Background: an optimization exercise with open tools, aiming at small area, a short achievable clock period and few clock cycles. Do not read the settings as production practice. RTL that was checked went through simulation tests only; none was proved equivalent to the original. No functional check of the RTL was part of run 2. Power and IR drop assume default switching activity.

==> flow/design.v <==
`timescale 1ns / 1ps
module SimpleCPU(clk, rst, data_fromRAM, wrEn, addr_toRAM, data_toRAM, pCounter);
parameter SIZE = 10;
input clk, rst;
input wire [15:0] data_fromRAM;
output reg wrEn;
output reg [SIZE-1:0] addr_toRAM;
output wire [15:0] data_toRAM;
output reg [SIZE-1:0] pCounter;
localparam S_D = 3'd0;    
localparam S_E = 3'd1;    
localparam S_F = 3'd2;    
localparam S_R = 3'd3;    
localparam S_M = 3'd4;    
reg [2:0]  state, stateNext;
reg [2:0]  op, opNext;
reg [15:0] W, WNext;
reg [9:0]  S4, S4Next;      
reg        pend, pendNext;  
reg [15:0] Mreg;
reg [15:0] acc;
reg [1:0]  cnt, cntNext;
reg [9:0]  pcNext;
reg        sD, sI, sP1, sP, s4;
reg        sDn, sIn, sP1n, sPn, s4n;
wire [15:0] I     = data_fromRAM;
wire [2:0]  iop   = I[15:13];
wire        azero = (I[12:0] == 13'd0);
wire [9:0]  pc1   = pCounter + 10'd1;
wire        Wz    = (W == 16'd0);
assign data_toRAM = W;
wire [15:0] M = data_fromRAM;
wire        sh_zero = (|M[15:5]) | (M[4] & ~|M[3:0]);
wire [15:0] Wrev, sh_in, sh_out, sh_rev;
genvar g;
generate for (g = 0; g < 16; g = g + 1) begin : rv
  assign Wrev[g] = W[15-g];
  assign sh_rev[g] = sh_out[15-g];
end endgenerate
assign sh_in  = M[4] ? Wrev : W;
assign sh_out = sh_in >> M[3:0];
wire [15:0] srl_res = sh_zero ? 16'd0 : (M[4] ? sh_rev : sh_out);
reg [15:0] alu;
always @* begin
  case (op)
    3'd0: alu = W + M;
    3'd1: alu = ~(W & M);
    3'd2: alu = srl_res;
    3'd3: alu = {15'd0, W < M};
    default: alu = M;
  endcase
end
wire [3:0]  nib   = Mreg[15:12];
wire        blo   = Mreg[11];
wire [15:0] accs  = {acc[11:0], 4'd0};   
wire        one_l = nib[0] ^ blo;
wire        two_l = (nib[1] & ~nib[0] & ~blo) | (~nib[1] & nib[0] & blo);
wire        neg_l = nib[1];
wire        one_h = nib[2] ^ nib[1];
wire        two_h = (nib[3] & ~nib[2] & ~nib[1]) | (~nib[3] & nib[2] & nib[1]);
wire        neg_h = nib[3];
wire [15:0] Wx2   = {W[14:0], 1'b0};
wire [15:0] row_l = (({16{one_l}} & W) | ({16{two_l}} & Wx2)) ^ {16{neg_l}};
wire [15:0] row_h = ((({16{one_h}} & W) | ({16{two_h}} & Wx2)) ^ {16{neg_h}}) << 2;
wire [15:0] row_a = {accs[15:4], 1'b0, neg_h, 1'b0, neg_l};
wire [15:0] cs_s  = row_l ^ row_h ^ row_a;
wire [15:0] cs_c  = {((row_l[14:0] & row_h[14:0]) | (row_l[14:0] & row_a[14:0]) | (row_h[14:0] & row_a[14:0])), 1'b0};
wire [15:0] prod  = cs_s + cs_c;
wire inD = (state == S_D);
wire inE = (state == S_E);
wire inM = (state == S_M);
wire inF = (state == S_F);
wire inR = (state == S_R);
wire d_st  = (iop == 3'd6);
wire d_bz  = (iop == 3'd4);
wire [9:0] addr_w;
wire       wrEn_w;
SimpleCPU_bus u_bus (.I(I), .S4(S4), .pc(pCounter), .pc1(pc1), .eaq(sD), .rI(sI),
                     .p1q(sP1), .rP(sP), .r4(s4), .wq(~rst & sD & ~pend),
                     .addr(addr_w), .wrEn(wrEn_w));
always @* begin
  addr_toRAM = addr_w;
  wrEn       = wrEn_w;
end
always @(posedge clk) begin
  state    <= stateNext;
  pCounter <= pcNext;
  op       <= opNext;
  W        <= WNext;
  S4       <= S4Next;
  pend     <= pendNext;
  acc      <= inE ? 16'd0 : prod;
  cnt      <= cntNext;
  Mreg     <= inM ? {Mreg[11:0], 4'd0} : data_fromRAM;
  sD       <= sDn;
  sI       <= sIn;
  sP1      <= sP1n;
  sP       <= sPn;
  s4       <= s4n;
end
wire [9:0] ea_d = I[9:0] | ({10{azero}} & S4);
always @* begin
  stateNext = state;
  pcNext    = pCounter;
  opNext    = op;
  WNext     = pend ? prod : W;
  S4Next    = S4;
  pendNext  = 1'b0;
  cntNext   = 2'd0;
  sDn = 1'b0; sIn = 1'b0; sP1n = 1'b0; sPn = 1'b0; s4n = 1'b0;
  if (rst) begin
    stateNext = S_R;
    s4n       = 1'b1;
    pcNext    = 10'd0;
    if (inR) S4Next = I[9:0];
  end else begin
    case (state)
      S_R: begin                               
        S4Next    = I[9:0];
        stateNext = S_F;
        sPn       = 1'b1;
      end
      S_D: begin
        opNext = iop;
        if (d_st) begin                        
          stateNext = S_F;
          sPn       = 1'b1;
          if (!pend) begin                     
            pcNext = pc1;
            if (ea_d == 10'd4) S4Next = W[9:0];
          end
        end else if (d_bz && pend) begin       
          stateNext = S_F;
          sPn       = 1'b1;
        end else begin
          stateNext = S_E;
          sIn  = d_bz & Wz;                    
          sP1n = ~(d_bz & Wz) & (iop != 3'd7);
          sPn  = (iop == 3'd7);
        end
      end
      S_E: begin
        stateNext = S_D;
        sDn       = 1'b1;
        if (op == 3'd4) begin                  
          pcNext = Wz ? M[9:0] : pc1;
        end else if (op == 3'd7) begin         
          stateNext = S_M;
          sDn       = 1'b0;
          sPn       = 1'b1;
        end else begin
          WNext  = alu;
          pcNext = pc1;
        end
      end
      S_M: begin
        cntNext = cnt + 2'd1;
        sP1n    = (cnt == 2'd1);
        sPn     = (cnt == 2'd0);
        if (cnt == 2'd2) begin                 
          pcNext    = pc1;
          pendNext  = 1'b1;
          stateNext = S_D;
          sDn       = 1'b1;
        end
      end
      default: begin                           
        stateNext = S_D;
        sDn       = 1'b1;
      end
    endcase
  end
end
endmodule
module SimpleCPU_bus(I, S4, pc, pc1, eaq, rI, p1q, rP, r4, wq, addr, wrEn);
input  [15:0] I;
input  [9:0]  S4, pc, pc1;
input         eaq, rI, p1q, rP, r4, wq;
output [9:0]  addr;
output        wrEn;
wire azero = (I[12:0] == 13'd0);
assign addr = ({10{eaq}} & (I[9:0] | ({10{azero}} & S4)))
            | ({10{rI}} & I[9:0])
            | ({10{p1q}} & pc1)
            | ({10{rP}} & pc)
            | {7'd0, r4, 2'd0};
assign wrEn = wq & (I[15:13] == 3'd6);
endmodule
==> flow/flow/run.sh <==
#!/bin/bash
# The standard layout (the standard.sh), with two changes to how the
# resizer treats the port buffers: buffer_ports inserts buf_2 cells instead of
# its default delay-cell buffer, and sizing may swap a cell for one of another
# footprint, so that the port buffers can be sized for speed.
# Each tool's output goes to standard.log in this folder.
set -o pipefail
bash standard.sh MATCH_CELL_FOOTPRINT=0 "BUFFER_PORTS_ARGS=-buffer_cell sky130_fd_sc_hd__buf_2" finish > standard.log 2>&1
==> flow/standard.sh <==
#!/bin/bash
# synth_recipe.tcl (not shown) runs the flow's synth.tcl, then flattens the netlist and writes it again
# the make line also repeats each setting of config.mk as NAME=value (left out here)
make -C /OpenROAD-flow-scripts/flow DESIGN_CONFIG=/design/flow/config.mk WORK_HOME=/design/flow/orfs CLKGATE_MAP_FILE= SYNTH_SCRIPT=/design/flow/synth_recipe.tcl "${@:-finish}"
==> flow/config.mk <==
export PLATFORM = sky130hd
export DESIGN_NAME = SimpleCPU
export DESIGN_NICKNAME = SimpleCPU
export VERILOG_FILES = /design/flow/design.v
export SDC_FILE = /design/flow/constraint.sdc
export NUM_CORES = 4
export LEC_CHECK = 0
export ABC_AREA = 1
export CAP_MARGIN = 20
export CORE_MARGIN = 2
export CORE_UTILIZATION = 40
export CTS_BUF_LIST = sky130_fd_sc_hd__clkbuf_4 sky130_fd_sc_hd__clkbuf_8
export SETUP_SLACK_MARGIN = 3.2
export SLEW_MARGIN = 20
export SYNTH_HIERARCHICAL = 1
==> flow/constraint.sdc <==
create_clock -name core_clock -period 7.0 [get_ports {clk}]
set_input_delay 1.4000 -clock core_clock [delete_from_list [all_inputs] [get_ports {clk}]]
set_output_delay 1.4000 -clock core_clock [all_outputs]
set_load 0.01 [all_outputs]
==> reports/metrics.yaml, run 1 <==
sta:
  max_freq_ghz: 0.261
  fin_crit_ps: 3840
  skew_ps: 17.1
  slew_viol_final: 0
  setup_slack_ps: 3160
  worstMarginPinSlew_ps: 1040
  tns_ps: 0
  finalSetupViolCount: 0
  hold_viol_final: 0
  period_share: 0.548
  grt_setup_unrepaired: "true"
  maxSlewHeadroom: 0.299
worst_setup_path:
  rr_endpoint: "W[15]"
  rrSetupSlack_ps: 3490
  worstPathMaxFanout: 10
  crit_top_cell: "nand2_1"
  crit_required_ps: 5600
  ff2ff_path_depth: 14
  startpoint_type: "primary input"
  critPathKind: "primary input to output pin"
  crit_path_top_delay_cell: "buf_4"
  crit_chain: "buf_4 -> nor2_4 -> nand2_2 -> nor2_4 -> buf_12 -> nand3_1 -> nand2_1 -> nand2_1 -> nand2_1 -> buf_2"
  rr_startpoint: "W[9]"
  slowest_delay_ps: 160
  cp-end-kind: "output pin"
  cp.arrival_ps: 2440
route:
  drt-pass1-iter-count: 5
  wirelength_um: 27900
  viasPerCell: 5.71
  drc_errors: 0
  drt_iter0_markers: 845
  ant_nets: 0
  wire_per_inst_um: 19.3
  num_vias: 8244
synthesis:
  syn-cell-area_um2: 7610
  synth.top_cell.area_share: 0.171
  yosysSeqAreaShare: 0.222
  synth_xor_area_frac: 0.0552
  synth_top_family_by_area: "simple AND/OR/NAND/NOR gates"
  synthTopCellsByArea: "dfxtp_1 (17%), nand2_1 (13%), ha_1 (8.5%), inv_1 (7.1%), nand3_1 (7.0%)"
  yosys.area_share.simple: 0.277
  yosysWarningCount: 7
  yosysTopAreaCell: "dfxtp_1"
  ys.flop_type: "dfxtp_1"
  muxShareOfSynthArea: 0.00526
  synth_compound_area_frac: 0.220
  ys_ff_latch: 78
  syn_nets: 1253
  syn_avg_cell_area_um2: 6.50
  synth_fa_ha_area_frac: 0.117
  synth_edf_count: 13
  ys_types: 55
  netlist_instances: 1171
  synthArstFlopShare: 0
grt:
  busiest_layer: "met2"
  globalRouteMet1Util: 0.409
  gr-total-overflow: 0
  grt_start_max_net_pins: 33
  grt_use_met3: 0.0417
  use_met2: 0.419
  grt_pass1_wl_um: 43200
  grt_usage: 0.280
  antenna_found_initial: 0
  grt_pass1_vias: 7602
clock_network:
  clkSinkCount: 78
  root_buffer: "clkbuf_8"
  clk_latency_ps: 390
  clk_pin_slew_worst_paths_ps: 100
  clock_path_buffers: 2
  htreeDepth: 3
  cts_buffers: 9
  cts_hold_buf: 0
  cts_tree: "done"
placed_design:
  dpl_cell_area_um2: 8010
  dp_hpwl_um: 21100
  finalWeightedCongestion: 0.933
  portBuffers: 54
  dpl_worst_slack_ps: 2680
  dp.cells: 1417
pwr:
  seqPwrFrac: 0.239
  p_per_area_nw_per_um2: 327
  p_comb_frac: 0.626
  leakage_nw: 4.00
  ir_worst_vdd_v: 0.000254
  p_sw_mw: 1.45
  switching_share: 0.519
  pwr-share-clk: 0.134
  p_int_mw: 1.34
outcome:
  status: "finished clean"
worst_hold_path:
  hold_start: "Mreg[0]"
  hold_end: "Mreg[4]"
  whs_path_depth: 2
  hp-class: "register to register"
die:
  die_h_um: 142
  initial_core_util: 0.407
  coreArea_um2: 18700
  fp-row-count: 50
  die_area_um2: 20200
  die_w_um: 142
  io_pins: 55
final_layout:
  syn2layout_area_growth_pct: 11.8
  design_area_um2: 8510
  antenna_cells: 0
  nets: 1288
  final_common_cell: "nand2_1"
  drive_gt1_frac: 0.106
  mostFrequentLayoutCells: "nand2_1 (249), inv_1 (142), nand3_1 (105), a21oi_1 (96), o21ai_0 (90)"
  instances_no_fill: 1445
job:
  max-cap-violations: 0
## power by group through the flow
stage	Combinational [mW]	Sequential, mW	Clock, mW
floorplan	1.27	0.630	0
global placement	1.71	0.679	0
detailed placement	1.70	0.677	0
CTS	1.72	0.667	0.380
global route	1.97	0.675	0.396
finish	1.74	0.667	0.374
## logic make-up (layout without fill, tap and decap cells)
group                    Yosys count  count (layout)
buffers and inverters            199             238
XOR/XNOR                          48              48
multiplexers                       4               4
adder cells (fa/ha/maj)           64              64
flip-flops                        78              78
AO/OA/AOI/OAI                    288             288
AND/OR/NAND/NOR                  490             491
## cell usage after synthesis (all sizes together), types with 2 or more instances
library cell    n
o21a            2
a31oi           4
a21o            4
clkbuf         27
a22o           10
buf            21
nand3b          2
or2             3
o31ai           2
xor2           44
a21boi          2
mux2i           4
fa             12
nor2           82
o21bai          4
xnor2           4
nor3           16
nor4            4
a211oi          3
edfxtp         13
o21ai          97
nand3         108
dfxtp          65
o22ai          33
nand2         256
a221oi          6
o2111ai         4
a21oi          99
clkinv          5
nand4          16
a41oi           2
o211ai         11
ha             52
inv           146
## routing by layer
| layer | wire (µm) | part of all wire |
|---|---|---|
| met5 | 0 | 0 |
| met4 | 822 | 0.029 |
| met3 | 2050 | 0.074 |
| met2 | 12000 | 0.43 |
| met1 | 13000 | 0.46 |
## critical path: cells and delay by family
| kind | cells | cell delay [ps] |
|---|---|---|
| simple gates | 7 | 590 |
| buf+inv | 3 | 430 |
## area by class of cell
type / instances / area (µm²)
inverters: 151 / 582
flip-flops and latches: 78 / 1700
multi-input cells: 895 / 5240
well taps: 234 / 293
clock inverters: 7 / 80.1
repair buffers: 71 / 499
fillers: 2005 / 10200
clock buffers: 9 / 124
## worst max-delay path by stage
stage	startpoint	endpoint	slack, ps	cells past startpoint
final	data_fromRAM[8]	addr_toRAM[0]	3160	10
after global routing	data_fromRAM[11]	addr_toRAM[5]	3080	10
after CTS	Mreg[13]	W[15]	3180	17
after detailed placement	data_fromRAM[4]	W[8]	2680	13
after global placement	data_fromRAM[4]	W[8]	2650	13
after floorplan	rst	wrEn	3420	6
## per-module statistics from Yosys, one instance, submodules excluded
| module | area (µm²) | times used |
|---|---|---|
| SimpleCPU | 7170 | 1 |
| SimpleCPU_bus | 445 | 1 |
## state kept, by name (all words and copies together) (netlist names)
register / cells
Mreg: 16
W: 16
acc: 12
S4: 10
pCounter: 10
op: 3
state: 3
cnt: 2
pend: 1
s4: 1
sD: 1
sI: 1
sP: 1
sP1: 1
## through the flow
step / utilization / hold WS, ps / power [mW]
5_1_grt: 0.455 / 471 / 3.04
3_5_place_dp: 0.428 / 425 / 2.38
3_3_place_gp: 0.428 / 411 / 2.38
4_1_cts: 0.448 / 458 / 2.77
2_1_floorplan: - / 406 / 1.90
6_report: 0.455 / 453 / 2.79
## what timing repair did
item | 4_1_cts | 5_1_grt
gates resized for setup | 33 | 21
cloned | 3 | 0
pin swaps | 7 | 8
setup endpoints to repair | 38 | 25
buffers inserted | 3 | 6
Testbench counts, summed over its fixed seeds: cycles 110,687.
==> inputs of run 2 (changes only) <==
--- a/flow/design.v
+++ b/flow/design.v
@@ -17,12 +17,17 @@
 reg [15:0] W, WNext;
 reg [9:0]  S4, S4Next;      
 reg        pend, pendNext;  
-reg [15:0] Mreg;
+reg [11:0] Mr;              
 reg [15:0] acc;
-reg [1:0]  cnt, cntNext;
+reg        cnt, cntNext;
 reg [9:0]  pcNext;
 reg        sD, sI, sP1, sP, s4;
 reg        sDn, sIn, sP1n, sPn, s4n;
+wire inD = (state == S_D);
+wire inE = (state == S_E);
+wire inM = (state == S_M);
+wire inF = (state == S_F);
+wire inR = (state == S_R);
 wire [15:0] I     = data_fromRAM;
 wire [2:0]  iop   = I[15:13];
 wire        azero = (I[12:0] == 13'd0);
@@ -50,8 +55,8 @@
     default: alu = M;
   endcase
 end
-wire [3:0]  nib   = Mreg[15:12];
-wire        blo   = Mreg[11];
+wire [3:0]  nib   = inE ? data_fromRAM[15:12] : Mr[11:8];
+wire        blo   = inE ? data_fromRAM[11] : Mr[7];
 wire [15:0] accs  = {acc[11:0], 4'd0};   
 wire        one_l = nib[0] ^ blo;
 wire        two_l = (nib[1] & ~nib[0] & ~blo) | (~nib[1] & nib[0] & blo);
@@ -66,11 +71,6 @@
 wire [15:0] cs_s  = row_l ^ row_h ^ row_a;
 wire [15:0] cs_c  = {((row_l[14:0] & row_h[14:0]) | (row_l[14:0] & row_a[14:0]) | (row_h[14:0] & row_a[14:0])), 1'b0};
 wire [15:0] prod  = cs_s + cs_c;
-wire inD = (state == S_D);
-wire inE = (state == S_E);
-wire inM = (state == S_M);
-wire inF = (state == S_F);
-wire inR = (state == S_R);
 wire d_st  = (iop == 3'd6);
 wire d_bz  = (iop == 3'd4);
 wire [9:0] addr_w;
@@ -89,9 +89,9 @@
   W        <= WNext;
   S4       <= S4Next;
   pend     <= pendNext;
-  acc      <= inE ? 16'd0 : prod;
+  acc      <= inD ? 16'd0 : prod;
   cnt      <= cntNext;
-  Mreg     <= inM ? {Mreg[11:0], 4'd0} : data_fromRAM;
+  Mr       <= inM ? {Mr[7:0], 4'd0} : data_fromRAM[11:0];
   sD       <= sDn;
   sI       <= sIn;
   sP1      <= sP1n;
@@ -106,7 +106,7 @@
   WNext     = pend ? prod : W;
   S4Next    = S4;
   pendNext  = 1'b0;
-  cntNext   = 2'd0;
+  cntNext   = 1'b0;
   sDn = 1'b0; sIn = 1'b0; sP1n = 1'b0; sPn = 1'b0; s4n = 1'b0;
   if (rst) begin
     stateNext = S_R;
@@ -154,10 +154,9 @@
         end
       end
       S_M: begin
-        cntNext = cnt + 2'd1;
-        sP1n    = (cnt == 2'd1);
-        sPn     = (cnt == 2'd0);
-        if (cnt == 2'd2) begin                 
+        cntNext = 1'b1;
+        sP1n    = ~cnt;
+        if (cnt) begin                         
           pcNext    = pc1;
           pendNext  = 1'b1;
           stateNext = S_D;
==> flow/run.sh (new file) <==
#!/bin/bash
# synth_recipe.tcl (not shown) runs the flow's synth.tcl, then flattens the netlist and writes it again
# the make line also repeats each setting of config.mk as NAME=value (left out here)
make -C /OpenROAD-flow-scripts/flow DESIGN_CONFIG=/design/flow/config.mk WORK_HOME=/design/flow/orfs CLKGATE_MAP_FILE= SYNTH_SCRIPT=/design/flow/synth_recipe.tcl finish
--- a/flow/config.mk
+++ b/flow/config.mk
@@ -5,11 +5,10 @@
 export SDC_FILE = /design/flow/constraint.sdc
 export NUM_CORES = 4
 export LEC_CHECK = 0
-export ABC_AREA = 1
 export CAP_MARGIN = 20
 export CORE_MARGIN = 2
 export CORE_UTILIZATION = 40
 export CTS_BUF_LIST = sky130_fd_sc_hd__clkbuf_4 sky130_fd_sc_hd__clkbuf_8
-export SETUP_SLACK_MARGIN = 3.2
+export SETUP_SLACK_MARGIN = 2.9
 export SLEW_MARGIN = 20
 export SYNTH_HIERARCHICAL = 1
removed: flow/flow/run.sh
removed: flow/standard.sh
==> reports/metrics.yaml, run 2 <==
outcome:
  status: "finished clean"
route:
  wire_per_inst_um: 21.6
  drc_errors: 0
  drt_iter0_markers: 705
  ant_nets: 0
  num_vias: 7848
  wirelength_um: 27800
  viasPerCell: 6.09
  drt-pass1-iter-count: 6
sta:
  finalSetupViolCount: 0
  fin_crit_ps: 4700
  grt_setup_unrepaired: "true"
  maxSlewHeadroom: 0.331
  skew_ps: 16.4
  slew_viol_final: 0
  tns_ps: 0
  max_freq_ghz: 0.213
  hold_viol_final: 0
  period_share: 0.672
  worstMarginPinSlew_ps: 996
clock_network:
  clkSinkCount: 73
  cts_buffers: 9
  cts_tree: "done"
  clk_latency_ps: 380
  clock_path_buffers: 2
  clk_pin_slew_worst_paths_ps: 80
  htreeDepth: 3
  root_buffer: "clkbuf_8"
  cts_hold_buf: 0
worst_hold_path:
  whs_path_depth: 2
  hp-class: "register to register"
worst_setup_path:
  cp.arrival_ps: 4970
  ff2ff_path_depth: 19
  crit_required_ps: 7270
  critPathKind: "primary input to register"
  cp-end-kind: "register"
  startpoint_type: "primary input"
  worstPathMaxFanout: 5
synthesis:
  synth_edf_count: 13
  ys_ff_latch: 73
  synth_most_common_cell: "nor2_1"
  synthArstFlopShare: 0
  ys.flop_type: "dfxtp_1"
  yosysSeqAreaShare: 0.209
  yosysWarningCount: 7
  syn_nets: 1054
  syn_avg_cell_area_um2: 7.82
  yosysTopAreaCell: "dfxtp_1"
  ys_types: 79
  netlist_instances: 975
  syn-cell-area_um2: 7620
  synthTopCellsByArea: "dfxtp_1 (16%), ha_1 (8.0%), edfxtp_1 (5.1%), nor2_1 (4.7%), o21ai_0 (4.7%)"
  synth_commonest_cells: "nor2_1 (95), nand2_1 (94), o21ai_0 (71)"
  synth.top_cell.area_share: 0.158
die:
  die_w_um: 142
  initial_core_util: 0.407
  coreArea_um2: 18700
  die_h_um: 142
  die_area_um2: 20200
  io_pins: 55
  fp-row-count: 50
grt:
  grt_start_max_net_pins: 44
  grt_usage: 0.275
  gr-total-overflow: 0
  antenna_found_initial: 0
  grt_pass1_vias: 7473
  grt_pass1_wl_um: 42800
final_layout:
  top_register: "W"
  syn2layout_area_growth_pct: 24.7
  nets: 1128
  mostFrequentLayoutCells: "nor2_1 (93), nand2_1 (92), o21ai_0 (67), a21oi_1 (63), buf_4 (62)"
  drive_gt1_frac: 0.213
  largest_register_ffs: 16
  antenna_cells: 0
  top_regs: "W: 16 flops, Mr: 12 flops, acc: 12 flops"
  final_common_cell: "nor2_1"
pwr:
  leakage_nw: 3.81
  p_per_area_nw_per_um2: 402
  ir_worst_vdd_v: 0.000329
  power.total_mw: 3.82
placed_design:
  dp_hpwl_um: 18700
  finalWeightedCongestion: 0.960
  portBuffers: 54
job:
  max-cap-violations: 0
==> run 2: stage by stage <==
| stage | hold slack [ps] | cell area [µm²] | utilization | setup slack [ps] | std cells |
|---|---|---|---|---|---|
| floorplan | 401 | 7710 | - | 2070 | 975 |
| global route | 456 | 9500 | 0.508 | 2150 | 1288 |
| detailed placement | 416 | 8340 | 0.446 | 772 | 1206 |
| CTS | 434 | 9340 | 0.499 | 2350 | 1275 |
| global placement | 416 | 8340 | 0.446 | 855 | 1206 |
| finish | 430 | 9500 | 0.508 | 2300 | 1288 |
==> run 2: metal layers <==
metal,track usage,wire length [µm]
met1,0.378,12300
met2,0.434,12700
met3,0.0542,2150
met4,0.0911,705
met5,0,0
==> run 2: layout make-up <==
class / instances / area, µm²
repair buffers: 133 / 1190
flip-flops and latches: 73 / 1590
multi-input cells: 775 / 6000
clock buffers: 11 / 139
clock inverters: 5 / 56.3
repair inverters: 1 / 8.76
fillers: 1800 / 9210
inverters: 56 / 226
well taps: 234 / 293
==> run 2: logic make-up (layout without fill, tap and decap cells) <==
kind of cell    Yosys count  count (layout)  synth area share
compound gates          286             286             0.243
xor+xnor                 56              56            0.0644
fa+ha+maj                61              61             0.112
buf+inv                 128             206            0.0676
flops                    73              73             0.209
mux                      53              53            0.0974
simple gates            318             319             0.207
==> run 2: path summary, 6_finish.rpt <==
check / start / end / slack, ps
min: Mr[3] / Mr[7] / 430
max reg2reg: state[0] / W[14] / 2520
max: data_fromRAM[15] / W[14] / 2300
min reg2reg: Mr[3] / Mr[7] / 430
==> run 2: repair_timing <==
action / in CTS / in global routing
cloned: 4 / 0
endpoints found under the setup margin: 37 / 28
buffers inserted: 49 / 12
pin swaps: 56 / 35
resized for setup: 163 / 39
==> run 2: power by group <==
part           internal (mW)  total [mW]  switching (mW)
combinational           1.40        2.78            1.38
clock                  0.172       0.352           0.180
sequential             0.514       0.695           0.181
total                   2.08        3.82            1.74
==> run 2: modules after synthesis (local to each module, per instance) <==
| module | flops+latches | cells inside |
|---|---|---|
| SimpleCPU | 73 | 932 |
| SimpleCPU_bus | 0 | 43 |
==> run 2: critical path: stages <==
cell	delay, ps
buf_6	90
buf_6	120
mux2i_4	230
nand2_4	90
o22ai_4	230
buf_12	150
a22oi_2	70
xor2_1	220
fa_1	490
ha_4	280
a21oi_4	150
o21bai_1	100
a21o_1	200
a21o_1	160
a211o_1	260
a21oi_2	180
o21ai_2	80
xor2_1	170
o311a_1	280

afterwards: timing with drivers on the ports:
In the flow no input, the clock included, has a driving cell. The finished layouts below were timed again as built, in two steps.
Step 1: set_driving_cell puts a clkbuf_16 on clk and a buf_2 on each other input, an assumption about the parent block.
Step 2 moves the port delays by t, midway between the first and last clock arrival at a register: inputs arrive t later, outputs are due t later. That takes back most of the time a late clock gives input paths.
a / b / c = no drivers / after step 1 / after step 2; a / b = the first two.
run	shift t [ns]	setup slack, ns	hold slack, ns	worst data-port slew with drivers (ns)	cell pins on the clock port's net
run 1	0.421	3.162 / 3.139 / 2.953	0.453 / 0.453 / 0.453	0.05	1
run 2	0.409	2.299 / 2.287 / 1.878	0.430 / 0.430 / 0.430	0.06	1
After both steps setup and hold are still met in every run listed. For run 2, which loses most, drivers alone change the setup slack by -0.012 ns; drivers and shift together by -0.421 ns.
